This is an optimization exercise on Yosys and OpenROAD, whose aim is small area, not a production implementation. Function was checked by simulation only, so behaviour that the tests miss may differ from the original. Power and IR drop assume default switching activity.

==> flow/design.v <==
`timescale 1ns / 1ps
module lab4_2(
	input [3:0] userID,
	input CLK,
	input rst,
	input team,
	input [1:0] mode,
	output reg [7:0] numPlyLP,
	output reg [7:0] numPlyCF,
	output reg teamWng,
	output reg capWngLP,
	output reg capWngCF,
	output reg findRes,
	output reg [3:0] listOut,
	output reg listMode
    );
reg [2:0] a [0:4];	 
reg [3:0] b [0:4];	 
reg [2:0] pos;		 
reg [3:0] lst;		 
reg capA, capB;		 
reg [1:0] cmd_mode;	 
reg cmd_team;
reg [3:0] cmd_id;
wire logout = (cmd_mode == 2'd0);
wire login  = (cmd_mode == 2'd1);
wire find   = (cmd_mode == 2'd2);
wire list   = (cmd_mode == 2'd3);
wire tOK    = (cmd_team == cmd_id[3]);
wire nz     = |cmd_id[2:0];
function [2:0] pop5(input [4:0] x);
	reg s1, c1, s2, c2;
	begin
		s1 = x[0] ^ x[1] ^ x[2];
		c1 = (x[0] & x[1]) | (x[0] & x[2]) | (x[1] & x[2]);
		s2 = x[3] ^ x[4] ^ s1;
		c2 = (x[3] & x[4]) | (x[3] & s1) | (x[4] & s1);
		pop5 = {c1 & c2, c1 ^ c2, s2};
	end
endfunction
integer i;
reg [2:0] m [0:4];	 
reg [4:0] occA, occB, hit, feA, feB;
reg [2:0] popA, popB, sel;
always @* begin
	for (i = 0; i < 5; i = i + 1) begin
		occA[i] = |a[i];
		occB[i] = b[i][3];
		m[i] = cmd_team ? b[i][2:0] : a[i];
		hit[i] = (m[i] == cmd_id[2:0]) & (cmd_team ? b[i][3] : 1'b1);
	end
	popA = pop5(occA);
	popB = pop5(occB);
	feA = ~occA & {&occA[3:0], &occA[2:0], &occA[1:0], occA[0], 1'b1};
	feB = ~occB & {&occB[3:0], &occB[2:0], &occB[1:0], occB[0], 1'b1};
	case (pos)
		3'd1: sel = m[1];
		3'd2: sel = m[2];
		3'd3: sel = m[3];
		3'd4: sel = m[4];
		default: sel = m[0];
	endcase
end
wire anyHit = tOK & |hit;		 
wire freeA  = ~&occA;
wire freeB  = ~&occB;
wire addA   = login & tOK & ~cmd_team & nz & ~anyHit & freeA;
wire addB   = login & tOK &  cmd_team & ~anyHit & freeB;
wire delA   = logout & tOK & ~cmd_team & nz;
wire delB   = logout & tOK &  cmd_team;
wire bit3   = cmd_team & b[pos][3];
wire [4:0] wrA   = {5{addA & ~rst}} & feA;
wire [4:0] wrB   = {5{addB & ~rst}} & feB;
wire [4:0] keepA = ~({5{delA}} & hit | {5{rst}});
wire [4:0] keepB = ~({5{delB}} & hit | {5{rst}});
always @* begin
	numPlyLP = {5'd0, popA};
	numPlyCF = {5'd0, popB};
	teamWng  = login & ~tOK;
	findRes  = find & (anyHit | (~tOK & cmd_team & ~nz & freeB));
	listMode = list;
	listOut  = list ? {bit3, sel} : lst;
	capWngLP = addA ? (popA == 3'd4) : (capA | (delA & anyHit & (popA == 3'd1)));
	capWngCF = addB ? (popB == 3'd4) : (capB | (delB & anyHit & (popB == 3'd1)));
end
always @(posedge CLK) begin
	cmd_team <= team;
	cmd_id <= userID;
	for (i = 0; i < 5; i = i + 1) begin
		a[i] <= ({3{wrA[i]}} & cmd_id[2:0]) | ({3{keepA[i]}} & a[i]);
		b[i] <= ({4{wrB[i]}} & cmd_id) | ({4{keepB[i]}} & b[i]);
	end
	if (rst) begin
		pos <= 3'd0;
		lst <= 4'd0;
		capA <= 1'b1;
		capB <= 1'b1;
		cmd_mode <= 2'd0;
	end else begin
		cmd_mode <= mode;
		pos <= (list && pos != 3'd4) ? pos + 3'd1 : 3'd0;
		lst <= listOut;
		capA <= capWngLP;
		capB <= capWngCF;
	end
end
endmodule
export LEC_CHECK = 0
export CAP_MARGIN = 20
export CORE_MARGIN = 2
export CORE_UTILIZATION = 40
export SLEW_MARGIN = 20
create_clock -name core_clock -period 15.0 [get_ports {CLK}]
run.sh (not shown) runs the stock make flow with config.mk's settings and CLKGATE_MAP_FILE= SYNTH_SCRIPT=/design/flow/synth_recipe.tcl, a recipe that flattens the netlist after the stock synthesis.
The baseline finished with timing, DRC and antenna clean.
Rerun with:
==> flow/flow/run.sh (new file) <==
#!/bin/bash
# Own layout flow: the standard flow, with two changes.
#  1. After the standard synthesis (standard.sh, unchanged), the combinational
#     logic of its netlist is mapped again by ABC with an area-oriented script
#     (flow/area.abc); the registers (and their names), the full-adder cells
#     and the tie cell are kept as the standard synthesis made them.
#  2. The port buffers that ORFS inserts use the smallest buffer cell.
# Each tool's output goes to a log file of its own in the work folder.
set -euo pipefail
cd "$(dirname "$0")/.."
W=$PWD
R=$W/orfs/results/sky130hd/lab4_2/base
LIB=$FLOW_HOME/platforms/sky130hd/lib/sky130_fd_sc_hd__tt_025C_1v80.lib
YOSYS=$FLOW_HOME/../tools/install/yosys/bin/yosys
[ -x "$YOSYS" ] || YOSYS=yosys

bash standard.sh synth > make_synth.log 2>&1
cp $R/1_2_yosys.v $W/standard_synth.v

cat > $W/remap.ys <<EOS
read_liberty -ignore_miss_func $LIB
blackbox sky130_fd_sc_hd__dfxtp_1 sky130_fd_sc_hd__fa_1 sky130_fd_sc_hd__conb_1
read_verilog $W/standard_synth.v
hierarchy -top $FLOW_TOP
flatten
rename -hide w:*.*
opt_clean -purge
abc -script $W/flow/area.abc -liberty $LIB -dont_use *probe* -dont_use *lpflow*
opt_clean -purge
stat -liberty $LIB
write_verilog -noattr -nohex -nodec $W/remapped.v
EOS
$YOSYS -l $W/remap_yosys.log -s $W/remap.ys > /dev/null 2>&1

# the remapped netlist replaces the synthesis result; make then rebuilds
# 1_synth.odb from it and runs the rest of the flow
cp $W/remapped.v $R/1_2_yosys.v
touch $R/1_2_yosys.v
bash standard.sh "BUFFER_PORTS_ARGS=-buffer_cell sky130_fd_sc_hd__buf_1" finish > make_finish.log 2>&1
==> flow/flow/area.abc (new file) <==
strash
dch
amap
strash
dch
amap
strash
dch
amap
==> flow/standard.sh (new file) <==
#!/bin/bash
# synth_recipe.tcl (not shown) runs the flow's synth.tcl, then flattens the netlist and writes it again
# the make line also repeats each setting of config.mk as NAME=value (left out here)
make -C /OpenROAD-flow-scripts/flow DESIGN_CONFIG=/design/flow/config.mk WORK_HOME=/design/flow/orfs CLKGATE_MAP_FILE= SYNTH_SCRIPT=/design/flow/synth_recipe.tcl "${@:-finish}"
removed: flow/run.sh
Setup slack degrades by 0.98 ns.
Hold slack improves by 0.0039 ns.
Cell count is lower by a little under a tenth.
Non-clock buffer count is lower by 2.
Core utilization is higher by 0.83 points.
Sequential power barely changes.

-- what the ideal ports hide --
In the flow no input, the clock included, has a driving cell. The finished layouts below were timed again as built, in two steps. Step 1, drivers: a clkbuf_16 drives CLK and a buf_2 each remaining input, both assumed. Step 2 moves the port delays by t, midway between the first and last clock arrival at a register: inputs arrive t later, outputs are due t later. That takes back most of the time a late clock gives input paths. a / b / c = no drivers / after step 1 / after step 2; a / b = the first two.
run	t (ns)	setup slack, ns	latest minus earliest clock arrival (ns)
the first run	0.329	8.510 / 8.478 / 8.807	0.013 / 0.013
the second run	0.328	7.526 / 7.499 / 7.827	0.010 / 0.010
After both steps setup and hold are still met in every run listed.
